Source: an optimization exercise on an open RTL-to-GDS flow (aim: small area and a short achievable clock period). Production flows keep margins and buffers that such runs may drop. RTL that was checked went through simulation tests only; none was proved equivalent to the original. Power and IR drop assume default switching activity.

==> inputs of job 8312 <==
==> flow/design.v <==
module avalon_uart (
    input               clk,
    input               rst,
    input               avn_read,
    input               avn_write,
    input [4:0]         avn_address,
    input [31:0]        avn_writedata,
    output reg [31:0]   avn_readdata,
    output              avn_waitrequest,
    output              int_txwm,
    output              int_rxwm,
    output              uart_txd,
    input               uart_rxd
);
    localparam IDLE  = 2'd0;
    localparam START = 2'd1;
    localparam DATA  = 2'd2;
    localparam STOP  = 2'd3;
    reg [7:0]   txdata_data;
    reg [2:0]   txctrl_txcnt;
    reg         txctrl_nstop;
    reg         txctrl_txen;
    reg [2:0]   rxctrl_rxcnt;
    reg         rxctrl_rxen;
    reg         ie_rxwm;
    reg         ie_txwm;
    reg [15:0]  div_div;
    reg         txdata_full;
    reg         ip_rxwm;
    reg         ip_txwm;
    reg         txdata_valid;
    wire a_txdata = avn_address == 5'h00;
    wire a_rxdata = avn_address == 5'h04;
    wire a_txctrl = avn_address == 5'h08;
    wire a_rxctrl = avn_address == 5'h0C;
    wire a_ie     = avn_address == 5'h10;
    wire a_ip     = avn_address == 5'h14;
    wire a_div    = avn_address == 5'h18;
    wire txdata_write = avn_write & a_txdata;
    wire rxdata_read  = avn_read  & a_rxdata;
    always @(posedge clk) begin
        if (rst) begin
            txdata_data  <= 8'b0;
            txctrl_txcnt <= 3'b0;
            txctrl_nstop <= 1'b0;
            txctrl_txen  <= 1'b0;
            rxctrl_rxcnt <= 3'b0;
            rxctrl_rxen  <= 1'b0;
            ie_rxwm      <= 1'b0;
            ie_txwm      <= 1'b0;
            div_div      <= 16'b0;
        end
        else begin
            if (txdata_write) txdata_data <= avn_writedata[7:0];
            if (avn_write & a_txctrl) begin
                txctrl_txcnt <= avn_writedata[18:16];
                txctrl_nstop <= avn_writedata[1];
                txctrl_txen  <= avn_writedata[0];
            end
            if (avn_write & a_rxctrl) begin
                rxctrl_rxcnt <= avn_writedata[18:16];
                rxctrl_rxen  <= avn_writedata[0];
            end
            if (avn_write & a_ie) begin
                ie_rxwm <= avn_writedata[1];
                ie_txwm <= avn_writedata[0];
            end
            if (avn_write & a_div) div_div <= avn_writedata[15:0];
        end
    end
    always @(posedge clk) txdata_valid <= txdata_write;
    reg [7:0]   txmem [0:7];
    reg [2:0]   tx_wp;
    reg [2:0]   tx_rp;
    reg [3:0]   tx_cnt;
    reg [7:0]   rxmem [0:7];
    reg [2:0]   rx_wp;
    reg [2:0]   rx_rp;
    reg [3:0]   rx_cnt;
    wire        tx_full  = tx_cnt[3];
    wire        tx_empty = tx_cnt == 4'd0;
    wire [7:0]  tx_head  = txmem[tx_rp];
    wire        rx_full  = rx_cnt[3];
    wire        rx_empty = rx_cnt == 4'd0;
    wire [7:0]  rx_head  = rxmem[rx_rp];
    wire        tx_ready;
    wire        rx_valid;
    reg [7:0]   rx_data;
    wire        tx_push = txdata_valid & ~tx_full;
    wire        tx_pop  = ~tx_empty & tx_ready;
    wire        rx_push = rx_valid & ~rx_full;
    wire        rx_pop  = rxdata_read & ~rx_empty;
    always @(posedge clk) begin
        if (rst) begin
            tx_wp  <= 3'b0;
            tx_rp  <= 3'b0;
            tx_cnt <= 4'b0;
            rx_wp  <= 3'b0;
            rx_rp  <= 3'b0;
            rx_cnt <= 4'b0;
        end
        else begin
            if (tx_push) tx_wp <= tx_wp + 1'b1;
            if (tx_pop)  tx_rp <= tx_rp + 1'b1;
            if (tx_push & ~tx_pop) tx_cnt <= tx_cnt + 1'b1;
            else if (tx_pop & ~tx_push) tx_cnt <= tx_cnt - 1'b1;
            if (rx_push) rx_wp <= rx_wp + 1'b1;
            if (rx_pop)  rx_rp <= rx_rp + 1'b1;
            if (rx_push & ~rx_pop) rx_cnt <= rx_cnt + 1'b1;
            else if (rx_pop & ~rx_push) rx_cnt <= rx_cnt - 1'b1;
        end
    end
    always @(posedge clk) begin
        if (tx_push) txmem[tx_wp] <= txdata_data;
        if (rx_push) rxmem[rx_wp] <= rx_data;
    end
    always @(posedge clk) begin
        txdata_full <= tx_full;
        ip_txwm <= (tx_cnt < {1'b0, txctrl_txcnt}) & ie_txwm;
        ip_rxwm <= (rx_cnt > {1'b0, rxctrl_rxcnt}) & ie_rxwm;
    end
    always @(posedge clk) begin
        avn_readdata <= 32'b0;
        if (a_rxdata) begin
            avn_readdata[31]  <= rx_empty;
            avn_readdata[7:0] <= rx_head;
        end
        else if (a_txctrl) begin
            avn_readdata[18:16] <= txctrl_txcnt;
            avn_readdata[1:0]   <= {txctrl_nstop, txctrl_txen};
        end
        else if (a_rxctrl) begin
            avn_readdata[18:16] <= rxctrl_rxcnt;
            avn_readdata[0]     <= rxctrl_rxen;
        end
        else if (a_ie) begin
            avn_readdata[1:0] <= {ie_rxwm, ie_txwm};
        end
        else if (a_ip) begin
            avn_readdata[1:0] <= {ip_rxwm, ip_txwm};
        end
        else if (a_div) begin
            avn_readdata[15:0] <= div_div;
        end
        else begin
            avn_readdata[31]  <= txdata_full;
            avn_readdata[7:0] <= txdata_data;
        end
    end
    assign avn_waitrequest = 1'b0;
    assign int_txwm = ip_txwm;
    assign int_rxwm = ip_rxwm;
    reg [1:0]   tx_state;
    reg         tx_prev_idle;      
    reg [15:0]  tx_bcnt;
    reg         tx_tick;
    reg [2:0]   tx_ccnt;
    reg [7:0]   tx_buf;
    reg         txd;
    wire tx_idle   = tx_state == IDLE;
    assign tx_ready = tx_prev_idle & tx_idle;
    wire tx_req    = tx_ready & ~tx_empty & txctrl_txen;
    wire tx_cfire  = tx_ccnt == 3'd0;
    wire tx_cmpl   = tx_cfire & tx_tick;
    wire tx_bfire  = &tx_bcnt;
    always @(posedge clk) begin
        if (rst) tx_state <= IDLE;
        else begin
            case (tx_state)
            IDLE:  if (tx_req)  tx_state <= START;
            START: if (tx_tick) tx_state <= DATA;
            DATA:  if (tx_cmpl) tx_state <= STOP;
            STOP:  if (tx_cmpl) tx_state <= IDLE;
            endcase
        end
    end
    always @(posedge clk) begin
        if (tx_bfire || tx_prev_idle) tx_bcnt <= div_div;
        else tx_bcnt <= tx_bcnt - 1'b1;
        tx_tick <= tx_bfire;
    end
    always @(posedge clk) begin
        tx_prev_idle <= tx_idle;
        if (tx_idle) tx_buf <= tx_head;
        case (tx_state)
        START: tx_ccnt <= 3'd7;
        DATA:  if (tx_cmpl) tx_ccnt <= {2'b0, txctrl_nstop};
               else if (tx_tick) tx_ccnt <= tx_ccnt - 1'b1;
        default: if (tx_tick) tx_ccnt <= tx_ccnt - 1'b1;
        endcase
        case (tx_state)
        START:   txd <= 1'b0;
        DATA:    txd <= tx_buf[~tx_ccnt];
        default: txd <= 1'b1;
        endcase
    end
    assign uart_txd = txd;
    reg [1:0]   rxd_sync;
    reg [1:0]   rx_state;
    reg         rx_bclear;
    reg [15:0]  rx_bcnt;
    reg         rx_tick;
    reg [11:0]  rx_scnt;
    reg         rx_sample;
    reg [2:0]   rx_ccnt;
    reg [2:0]   rx_smp;
    wire rxd_s     = rxd_sync[1];
    wire rx_idle   = rx_state == IDLE;
    wire rx_cfire  = rx_ccnt == 3'd0;
    wire rx_cmpl   = rx_cfire & rx_tick;
    wire rx_sfire  = rx_smp == 3'd0;
    wire rx_bfire  = &rx_bcnt;
    wire rx_scfire = rx_scnt == 12'd0;
    wire [11:0] div_hi_p1 = div_div[15:4] + (&div_div[3:0]);
    assign rx_valid = rx_idle & ~rx_bclear;
    always @(posedge clk) begin
        if (rst) rxd_sync <= 2'b11;
        else rxd_sync <= {rxd_sync[0], uart_rxd};
    end
    always @(posedge clk) begin
        if (rst) rx_state <= IDLE;
        else begin
            case (rx_state)
            IDLE:  if (!rxd_s & rxctrl_rxen) rx_state <= START;
            START: if (rx_sfire) rx_state <= DATA;
            DATA:  if (rx_cmpl) rx_state <= STOP;
            STOP:  if (rx_cmpl) rx_state <= IDLE;
            endcase
        end
    end
    always @(posedge clk) begin
        if (rx_bfire || rx_bclear) rx_bcnt <= div_div;
        else rx_bcnt <= rx_bcnt - 1'b1;
        rx_tick <= rx_bfire;
        if (rx_scfire || rx_bclear) rx_scnt <= div_hi_p1;
        else rx_scnt <= rx_scnt - 1'b1;
        rx_sample <= rx_scfire;
    end
    always @(posedge clk) begin
        rx_bclear <= rx_idle | ((rx_state == START) & rx_sfire);
        case (rx_state)
        IDLE:  rx_smp <= 3'd7;
        START: if (rx_sample) rx_smp <= rx_smp - 1'b1;
        default: ;
        endcase
        case (rx_state)
        START: rx_ccnt <= 3'd7;
        DATA:  if (rx_cmpl) rx_ccnt <= {2'b0, txctrl_nstop};
               else if (rx_tick) rx_ccnt <= rx_ccnt - 1'b1;
        default: if (rx_tick) rx_ccnt <= rx_ccnt - 1'b1;
        endcase
        if ((rx_state == DATA) & rx_tick) rx_data <= {rxd_s, rx_data[7:1]};
    end
endmodule
==> flow/run.sh <==
#!/bin/bash
# synth_recipe.tcl (not shown) runs the flow's synth.tcl, then flattens the netlist and writes it again
# the make line also repeats each setting of config.mk as NAME=value (left out here)
make -C /OpenROAD-flow-scripts/flow DESIGN_CONFIG=/design/flow/config.mk WORK_HOME=/design/flow/orfs CLKGATE_MAP_FILE= SYNTH_SCRIPT=/design/flow/synth_recipe.tcl finish
==> flow/config.mk <==
export PLATFORM = sky130hd
export DESIGN_NAME = avalon_uart
export DESIGN_NICKNAME = avalon_uart
export VERILOG_FILES = /design/flow/design.v
export SDC_FILE = /design/flow/constraint.sdc
export NUM_CORES = 4
export LEC_CHECK = 0
export CAP_MARGIN = 20
export CORE_MARGIN = 2
export CORE_UTILIZATION = 40
export SLEW_MARGIN = 20
==> flow/constraint.sdc <==
create_clock -name core_clock -period 3.5 [get_ports {clk}]
set_input_delay 0.7000 -clock core_clock [delete_from_list [all_inputs] [get_ports {clk}]]
set_output_delay 0.7000 -clock core_clock [all_outputs]
set_load 0.01 [all_outputs]
==> job 7947: changes against job 8312 <==
--- a/flow/design.v
+++ b/flow/design.v
@@ -81,6 +81,17 @@
     wire        tx_empty = tx_cnt == 4'd0;
-    wire [7:0]  tx_head  = txmem[tx_rp];
+    reg  [7:0]  tx_head;
     wire        rx_full  = rx_cnt[3];
     wire        rx_empty = rx_cnt == 4'd0;
-    wire [7:0]  rx_head  = rxmem[rx_rp];
+    reg  [7:0]  rx_head;
+    wire [7:0]  tx_rsel = 8'd1 << tx_rp;
+    wire [7:0]  rx_rsel = 8'd1 << rx_rp;
+    integer     k;
+    always @* begin
+        tx_head = 8'd0;
+        rx_head = 8'd0;
+        for (k = 0; k < 8; k = k + 1) begin
+            tx_head = tx_head | (txmem[k] & {8{tx_rsel[k]}});
+            rx_head = rx_head | (rxmem[k] & {8{rx_rsel[k]}});
+        end
+    end
     wire        tx_ready;
@@ -92,2 +103,6 @@
     wire        rx_pop  = rxdata_read & ~rx_empty;
+    wire [3:0]  tx_cnt_pop   = tx_push ? tx_cnt : tx_cnt - 1'b1;
+    wire [3:0]  tx_cnt_nopop = tx_push ? tx_cnt + 1'b1 : tx_cnt;
+    wire [3:0]  rx_cnt_pop   = rx_push ? rx_cnt : rx_cnt - 1'b1;
+    wire [3:0]  rx_cnt_nopop = rx_push ? rx_cnt + 1'b1 : rx_cnt;
     always @(posedge clk) begin
@@ -104,8 +119,6 @@
             if (tx_pop)  tx_rp <= tx_rp + 1'b1;
-            if (tx_push & ~tx_pop) tx_cnt <= tx_cnt + 1'b1;
-            else if (tx_pop & ~tx_push) tx_cnt <= tx_cnt - 1'b1;
+            tx_cnt <= tx_pop ? tx_cnt_pop : tx_cnt_nopop;
             if (rx_push) rx_wp <= rx_wp + 1'b1;
             if (rx_pop)  rx_rp <= rx_rp + 1'b1;
-            if (rx_push & ~rx_pop) rx_cnt <= rx_cnt + 1'b1;
-            else if (rx_pop & ~rx_push) rx_cnt <= rx_cnt - 1'b1;
+            rx_cnt <= rx_pop ? rx_cnt_pop : rx_cnt_nopop;
         end
@@ -121,29 +134,15 @@
     end
-    always @(posedge clk) begin
-        avn_readdata <= 32'b0;
-        if (a_rxdata) begin
-            avn_readdata[31]  <= rx_empty;
-            avn_readdata[7:0] <= rx_head;
-        end
-        else if (a_txctrl) begin
-            avn_readdata[18:16] <= txctrl_txcnt;
-            avn_readdata[1:0]   <= {txctrl_nstop, txctrl_txen};
-        end
-        else if (a_rxctrl) begin
-            avn_readdata[18:16] <= rxctrl_rxcnt;
-            avn_readdata[0]     <= rxctrl_rxen;
-        end
-        else if (a_ie) begin
-            avn_readdata[1:0] <= {ie_rxwm, ie_txwm};
-        end
-        else if (a_ip) begin
-            avn_readdata[1:0] <= {ip_rxwm, ip_txwm};
-        end
-        else if (a_div) begin
-            avn_readdata[15:0] <= div_div;
-        end
-        else begin
-            avn_readdata[31]  <= txdata_full;
-            avn_readdata[7:0] <= txdata_data;
-        end
+    wire a_other = ~(a_rxdata | a_txctrl | a_rxctrl | a_ie | a_ip | a_div);
+    always @(posedge clk) begin
+        avn_readdata[31]    <= (a_rxdata & rx_empty) | (a_other & txdata_full);
+        avn_readdata[30:19] <= 12'b0;
+        avn_readdata[18:16] <= ({3{a_txctrl}} & txctrl_txcnt) | ({3{a_rxctrl}} & rxctrl_rxcnt);
+        avn_readdata[15:8]  <= {8{a_div}} & div_div[15:8];
+        avn_readdata[7:2]   <= ({6{a_other}} & txdata_data[7:2]) | ({6{a_rxdata}} & rx_head[7:2])
+                             | ({6{a_div}} & div_div[7:2]);
+        avn_readdata[1]     <= (a_other & txdata_data[1]) | (a_rxdata & rx_head[1]) | (a_div & div_div[1])
+                             | (a_txctrl & txctrl_nstop) | (a_ie & ie_rxwm) | (a_ip & ip_rxwm);
+        avn_readdata[0]     <= (a_other & txdata_data[0]) | (a_rxdata & rx_head[0]) | (a_div & div_div[0])
+                             | (a_txctrl & txctrl_txen) | (a_rxctrl & rxctrl_rxen) | (a_ie & ie_txwm)
+                             | (a_ip & ip_txwm);
     end
==> flow/flow/run.sh (new file) <==
#!/bin/bash
set -euo pipefail
bash standard.sh "BUFFER_PORTS_ARGS=-buffer_cell sky130_fd_sc_hd__buf_2" finish > flow_make.log 2>&1
==> flow/standard.sh (new file) <==
#!/bin/bash
# synth_recipe.tcl (not shown) runs the flow's synth.tcl, then flattens the netlist and writes it again
# the make line also repeats each setting of config.mk as NAME=value (left out here)
make -C /OpenROAD-flow-scripts/flow DESIGN_CONFIG=/design/flow/config.mk WORK_HOME=/design/flow/orfs CLKGATE_MAP_FILE= SYNTH_SCRIPT=/design/flow/synth_recipe.tcl "${@:-finish}"
Settings changed: SETUP_SLACK_MARGIN set to 2.0.
removed: flow/run.sh
==> job 380: changes against job 8312 <==
==> flow/design.v, changed modules only <==
module avalon_uart (
    input               clk,
    input               rst,
    input               avn_read,
    input               avn_write,
    input [4:0]         avn_address,
    input [31:0]        avn_writedata,
    output reg [31:0]   avn_readdata,
    output              avn_waitrequest,
    output              int_txwm,
    output              int_rxwm,
    output              uart_txd,
    input               uart_rxd
);
    localparam IDLE  = 2'd0;
    localparam START = 2'd1;
    localparam DATA  = 2'd2;
    localparam STOP  = 2'd3;
    reg [7:0]   txdata_data;
    reg [2:0]   txctrl_txcnt;
    reg         txctrl_nstop;
    reg         txctrl_txen;
    reg [2:0]   rxctrl_rxcnt;
    reg         rxctrl_rxen;
    reg         ie_rxwm;
    reg         ie_txwm;
    reg [15:0]  div_div;
    reg         txdata_full;
    reg         ip_rxwm;
    reg         ip_txwm;
    reg         txdata_valid;
    wire a_txdata = avn_address == 5'h00;
    wire a_rxdata = avn_address == 5'h04;
    wire a_txctrl = avn_address == 5'h08;
    wire a_rxctrl = avn_address == 5'h0C;
    wire a_ie     = avn_address == 5'h10;
    wire a_ip     = avn_address == 5'h14;
    wire a_div    = avn_address == 5'h18;
    wire txdata_write = avn_write & a_txdata;
    wire rxdata_read  = avn_read  & a_rxdata;
    always @(posedge clk) begin
        if (rst) begin
            txdata_data  <= 8'b0;
            txctrl_txcnt <= 3'b0;
            txctrl_nstop <= 1'b0;
            txctrl_txen  <= 1'b0;
            rxctrl_rxcnt <= 3'b0;
            rxctrl_rxen  <= 1'b0;
            ie_rxwm      <= 1'b0;
            ie_txwm      <= 1'b0;
            div_div      <= 16'b0;
        end
        else begin
            if (txdata_write) txdata_data <= avn_writedata[7:0];
            if (avn_write & a_txctrl) begin
                txctrl_txcnt <= avn_writedata[18:16];
                txctrl_nstop <= avn_writedata[1];
                txctrl_txen  <= avn_writedata[0];
            end
            if (avn_write & a_rxctrl) begin
                rxctrl_rxcnt <= avn_writedata[18:16];
                rxctrl_rxen  <= avn_writedata[0];
            end
            if (avn_write & a_ie) begin
                ie_rxwm <= avn_writedata[1];
                ie_txwm <= avn_writedata[0];
            end
            if (avn_write & a_div) div_div <= avn_writedata[15:0];
        end
    end
    always @(posedge clk) txdata_valid <= txdata_write;
    reg [7:0]   txmem [0:7];
    reg [2:0]   tx_wp;
    reg [2:0]   tx_rp;
    reg [3:0]   tx_cnt;
    reg [7:0]   rxmem [0:7];
    reg [2:0]   rx_wp;
    reg [2:0]   rx_rp;
    reg [3:0]   rx_cnt;
    reg         tx_empty;      
    reg         rx_empty;      
    wire        tx_full  = tx_cnt[3];
    reg  [7:0]  tx_head;
    wire        rx_full  = rx_cnt[3];
    reg  [7:0]  rx_head;
    wire [7:0]  tx_rsel = 8'd1 << tx_rp;
    wire [7:0]  rx_rsel = 8'd1 << rx_rp;
    integer     k;
    always @* begin
        tx_head = 8'd0;
        rx_head = 8'd0;
        for (k = 0; k < 8; k = k + 1) begin
            tx_head = tx_head | (txmem[k] & {8{tx_rsel[k]}});
            rx_head = rx_head | (rxmem[k] & {8{rx_rsel[k]}});
        end
    end
    wire        tx_ready;
    reg         rx_valid;
    reg [7:0]   rx_data;
    wire        tx_push = txdata_valid & ~tx_full;
    wire        tx_pop  = ~tx_empty & tx_ready;
    wire        rx_push = rx_valid & ~rx_full;
    wire        rx_pop  = rxdata_read & ~rx_empty;
    wire [3:0]  tx_cnt_pop   = tx_push ? tx_cnt : tx_cnt - 1'b1;
    wire [3:0]  tx_cnt_nopop = tx_push ? tx_cnt + 1'b1 : tx_cnt;
    wire [3:0]  rx_cnt_pop   = rx_push ? rx_cnt : rx_cnt - 1'b1;
    wire [3:0]  rx_cnt_nopop = rx_push ? rx_cnt + 1'b1 : rx_cnt;
    always @(posedge clk) begin
        if (rst) begin
            tx_wp  <= 3'b0;
            tx_rp  <= 3'b0;
            tx_cnt <= 4'b0;
            tx_empty <= 1'b1;
            rx_empty <= 1'b1;
            rx_wp  <= 3'b0;
            rx_rp  <= 3'b0;
            rx_cnt <= 4'b0;
        end
        else begin
            if (tx_push) tx_wp <= tx_wp + 1'b1;
            if (tx_pop)  tx_rp <= tx_rp + 1'b1;
            tx_cnt <= tx_pop ? tx_cnt_pop : tx_cnt_nopop;
            tx_empty <= ~tx_push & (tx_pop ? (tx_cnt == 4'd1) : tx_empty);
            if (rx_push) rx_wp <= rx_wp + 1'b1;
            if (rx_pop)  rx_rp <= rx_rp + 1'b1;
            rx_cnt <= rx_pop ? rx_cnt_pop : rx_cnt_nopop;
            rx_empty <= ~rx_push & (rx_pop ? (rx_cnt == 4'd1) : rx_empty);
        end
    end
    always @(posedge clk) begin
        if (tx_push) txmem[tx_wp] <= txdata_data;
        if (rx_push) rxmem[rx_wp] <= rx_data;
    end
    always @(posedge clk) begin
        txdata_full <= tx_full;
        ip_txwm <= (tx_cnt < {1'b0, txctrl_txcnt}) & ie_txwm;
        ip_rxwm <= (rx_cnt > {1'b0, rxctrl_rxcnt}) & ie_rxwm;
    end
    wire a_other = ~(a_rxdata | a_txctrl | a_rxctrl | a_ie | a_ip | a_div);
    always @(posedge clk) begin
        avn_readdata[31]    <= (a_rxdata & rx_empty) | (a_other & txdata_full);
        avn_readdata[30:19] <= 12'b0;
        avn_readdata[18:16] <= ({3{a_txctrl}} & txctrl_txcnt) | ({3{a_rxctrl}} & rxctrl_rxcnt);
        avn_readdata[15:8]  <= {8{a_div}} & div_div[15:8];
        avn_readdata[7:2]   <= ({6{a_other}} & txdata_data[7:2]) | ({6{a_rxdata}} & rx_head[7:2])
                             | ({6{a_div}} & div_div[7:2]);
        avn_readdata[1]     <= (a_other & txdata_data[1]) | (a_rxdata & rx_head[1]) | (a_div & div_div[1])
                             | (a_txctrl & txctrl_nstop) | (a_ie & ie_rxwm) | (a_ip & ip_rxwm);
        avn_readdata[0]     <= (a_other & txdata_data[0]) | (a_rxdata & rx_head[0]) | (a_div & div_div[0])
                             | (a_txctrl & txctrl_txen) | (a_rxctrl & rxctrl_rxen) | (a_ie & ie_txwm)
                             | (a_ip & ip_txwm);
    end
    assign avn_waitrequest = 1'b0;
    assign int_txwm = ip_txwm;
    assign int_rxwm = ip_rxwm;
    reg [1:0]   tx_state;
    reg         tx_prev_idle;      
    reg [15:0]  tx_bcnt;
    reg         tx_tick;
    reg         tx_bfire;
    reg [2:0]   tx_ccnt;
    reg [7:0]   tx_buf;
    reg         txd;
    wire tx_idle   = tx_state == IDLE;
    assign tx_ready = tx_prev_idle & tx_idle;
    wire tx_req    = tx_ready & ~tx_empty & txctrl_txen;
    wire tx_cfire  = tx_ccnt == 3'd0;
    wire tx_cmpl   = tx_cfire & tx_tick;
    wire div_ones  = &div_div;
    wire tx_reload = tx_bfire | tx_prev_idle;
    always @(posedge clk) begin
        if (rst) tx_state <= IDLE;
        else begin
            case (tx_state)
            IDLE:  if (tx_req)  tx_state <= START;
            START: if (tx_tick) tx_state <= DATA;
            DATA:  if (tx_cmpl) tx_state <= STOP;
            STOP:  if (tx_cmpl) tx_state <= IDLE;
            endcase
        end
    end
    always @(posedge clk) begin
        if (tx_reload) tx_bcnt <= div_div;
        else tx_bcnt <= tx_bcnt - 1'b1;
        tx_bfire <= tx_reload ? div_ones : (tx_bcnt == 16'd0);
        tx_tick <= tx_bfire;
    end
    always @(posedge clk) begin
        tx_prev_idle <= tx_idle;
        if (tx_idle) tx_buf <= tx_head;
        case (tx_state)
        START: tx_ccnt <= 3'd7;
        DATA:  if (tx_cmpl) tx_ccnt <= {2'b0, txctrl_nstop};
               else if (tx_tick) tx_ccnt <= tx_ccnt - 1'b1;
        default: if (tx_tick) tx_ccnt <= tx_ccnt - 1'b1;
        endcase
        case (tx_state)
        START:   txd <= 1'b0;
        DATA:    txd <= tx_buf[~tx_ccnt];
        default: txd <= 1'b1;
        endcase
    end
    assign uart_txd = txd;
    reg [1:0]   rxd_sync;
    reg [1:0]   rx_state;
    reg         rx_bclear;
    reg [15:0]  rx_bcnt;
    reg         rx_tick;
    reg         rx_bfire;      
    reg [11:0]  rx_scnt;
    reg         rx_sext;
    reg         rx_scfire;     
    reg         rx_sample;
    reg [2:0]   rx_ccnt;
    reg [2:0]   rx_smp;
    wire rxd_s     = rxd_sync[1];
    wire rx_idle   = rx_state == IDLE;
    wire rx_cfire  = rx_ccnt == 3'd0;
    wire rx_cmpl   = rx_cfire & rx_tick;
    wire rx_sfire  = rx_smp == 3'd0;
    wire        div_lo_ones = &div_div[3:0];
    wire rx_breload = rx_bfire | rx_bclear;
    wire rx_sreload = rx_scfire | rx_bclear;
    always @(posedge clk) begin
        if (rst) rxd_sync <= 2'b11;
        else rxd_sync <= {rxd_sync[0], uart_rxd};
    end
    always @(posedge clk) begin
        if (rst) rx_state <= IDLE;
        else begin
            case (rx_state)
            IDLE:  if (!rxd_s & rxctrl_rxen) rx_state <= START;
            START: if (rx_sfire) rx_state <= DATA;
            DATA:  if (rx_cmpl) rx_state <= STOP;
            STOP:  if (rx_cmpl) rx_state <= IDLE;
            endcase
        end
    end
    always @(posedge clk) begin
        if (rx_breload) rx_bcnt <= div_div;
        else rx_bcnt <= rx_bcnt - 1'b1;
        rx_bfire <= rx_breload ? div_ones : (rx_bcnt == 16'd0);
        rx_tick <= rx_bfire;
        if (rx_sreload) begin
            rx_scnt <= div_div[15:4] & {12{~div_ones}};
            rx_sext <= div_lo_ones & ~div_ones;
        end
        else begin
            rx_scnt <= rx_scnt - {11'd0, ~rx_sext};
            rx_sext <= 1'b0;
        end
        rx_scfire <= rx_sreload ? (((div_div[15:4] == 12'd0) & ~(&div_div[3:0])) | div_ones)
                                : (rx_sext ? (rx_scnt == 12'd0) : (rx_scnt == 12'd1));
        rx_sample <= rx_scfire;
    end
    always @(posedge clk) begin
        rx_bclear <= rx_idle | ((rx_state == START) & rx_sfire);
        rx_valid  <= (rx_state == STOP) & rx_cmpl;
        case (rx_state)
        IDLE:  rx_smp <= 3'd7;
        START: if (rx_sample) rx_smp <= rx_smp - 1'b1;
        default: ;
        endcase
        case (rx_state)
        START: rx_ccnt <= 3'd7;
        DATA:  if (rx_cmpl) rx_ccnt <= {2'b0, txctrl_nstop};
               else if (rx_tick) rx_ccnt <= rx_ccnt - 1'b1;
        default: if (rx_tick) rx_ccnt <= rx_ccnt - 1'b1;
        endcase
        if ((rx_state == DATA) & rx_tick) rx_data <= {rxd_s, rx_data[7:1]};
    end
endmodule
==> flow/flow/run.sh (new file) <==
#!/bin/bash
set -euo pipefail
bash standard.sh "BUFFER_PORTS_ARGS=-buffer_cell sky130_fd_sc_hd__buf_2" \
  "CTS_ARGS=-sink_clustering_enable -repair_clock_nets -sink_clustering_size 16 -sink_clustering_max_diameter 60 -buf_list sky130_fd_sc_hd__clkbuf_8 -dont_use_dummy_load" \
  finish > flow_make.log 2>&1
==> flow/standard.sh (new file) <==
#!/bin/bash
# synth_recipe.tcl (not shown) runs the flow's synth.tcl, then flattens the netlist and writes it again
# the make line also repeats each setting of config.mk as NAME=value (left out here)
make -C /OpenROAD-flow-scripts/flow DESIGN_CONFIG=/design/flow/config.mk WORK_HOME=/design/flow/orfs CLKGATE_MAP_FILE= SYNTH_SCRIPT=/design/flow/synth_recipe.tcl "${@:-finish}"
Settings changed: CORE_UTILIZATION 40 to 65, PLACE_DENSITY set to 0.75, SETUP_SLACK_MARGIN set to 1.5.
removed: flow/run.sh
==> run summary <==
Job 7947 completed without violations. Job 380 ran to the end with no violations. Job 8312 completed with no timing, DRC or antenna violations.
First-iteration DRC count: job 8312 < job 7947 < job 380.
In job 8312 the global-route usage is lower than in job 7947, by 3.0 points.
Utilization: job 380 > job 7947 > job 8312.
Against job 380, the synthesized cell count of job 8312 is smaller by about 5%.
Of job 380 and job 7947, job 7947 has the higher die area (gap 38%, measured against job 7947).
Sequential cell count, lowest first: job 7947, job 8312, job 380.
Register-to-register slack: job 380 is higher than job 7947 (0.34 ns).
==> figures <==
Clock net power: job 380 1590 uW; job 7947 3330 uW; job 8312 3120 uW
Row cnt: job 380 50; job 7947 63; job 8312 64
Setup repair after global routing missed its margin: job 380 true; job 7947 true; job 8312 false
Avg Vias per Cell: job 380 6.13; job 7947 5.44; job 8312 5.13
Cell area after technology mapping: job 380 12200 um2; job 7947 12200 um2; job 8312 12500 um2
Highest ir drop seen on vdd: job 380 0.000420 V; job 7947 0.000344 V; job 8312 0.000324 V
Switching Share: job 380 0.275; job 7947 0.333; job 8312 0.318
Share of final-layout standard cells stronger than drive strength 1: job 380 0.137; job 7947 0.391; job 8312 0.129
Arrival time at the worst endpoint: job 380 2.40 ns; job 7947 2.80 ns; job 8312 3.39 ns
Die W: job 380 141 um; job 7947 179 um; job 8312 181 um
Routed wl met3: job 380 1.30 mm; job 7947 1.63 mm; job 8312 799 um
Group drawing the most power: job 380 sequential cells; job 7947 combinational logic; job 8312 sequential cells
Distinct cell type count after synthesis: job 380 70; job 7947 64; job 8312 64
Avg Synthesized Cell Area: job 380 11.5 um2; job 7947 11.5 um2; job 8312 12.4 um2
Run status: job 380 finished clean; job 7947 finished clean; job 8312 finished clean
For job 8312 and job 7947, only the layout was checked, not whether the RTL still works.

==> what the ideal ports hide <==
Ports are ideal in the flow. The routed layouts listed here were re-timed in OpenROAD.
Step 1 (the two cells are an assumption about what drives the block):
set clk [get_ports {clk}]
set_driving_cell -lib_cell sky130_fd_sc_hd__clkbuf_16 $clk
set_driving_cell -lib_cell sky130_fd_sc_hd__buf_2 [delete_from_list [all_inputs] $clk]
Step 2 also shifts input and output timing later by t, the mid clock arrival at the registers, as if the neighbouring blocks saw the same clock.
Slacks: ideal ports / drivers / drivers and shift; pairs: ideal ports / drivers.
run | shift t [ns] | setup slack, ns | worst setup path after step 2 | worst register clock-pin slew, ns
job 8312 | 0.599 | 0.556 / 0.580 / -0.019 | input to register | 0.06 / 0.06
job 7947 | 0.615 | 1.186 / 1.186 / 0.681 | input to register | 0.06 / 0.06
job 380 | 0.571 | 1.522 / 1.522 / 1.065 | input to register | 0.10 / 0.10
Met with ideal ports but missed after step 2: setup timing in job 8312. For job 8312, which loses most, drivers alone change the setup slack by +0.024 ns; drivers and shift together by -0.575 ns.
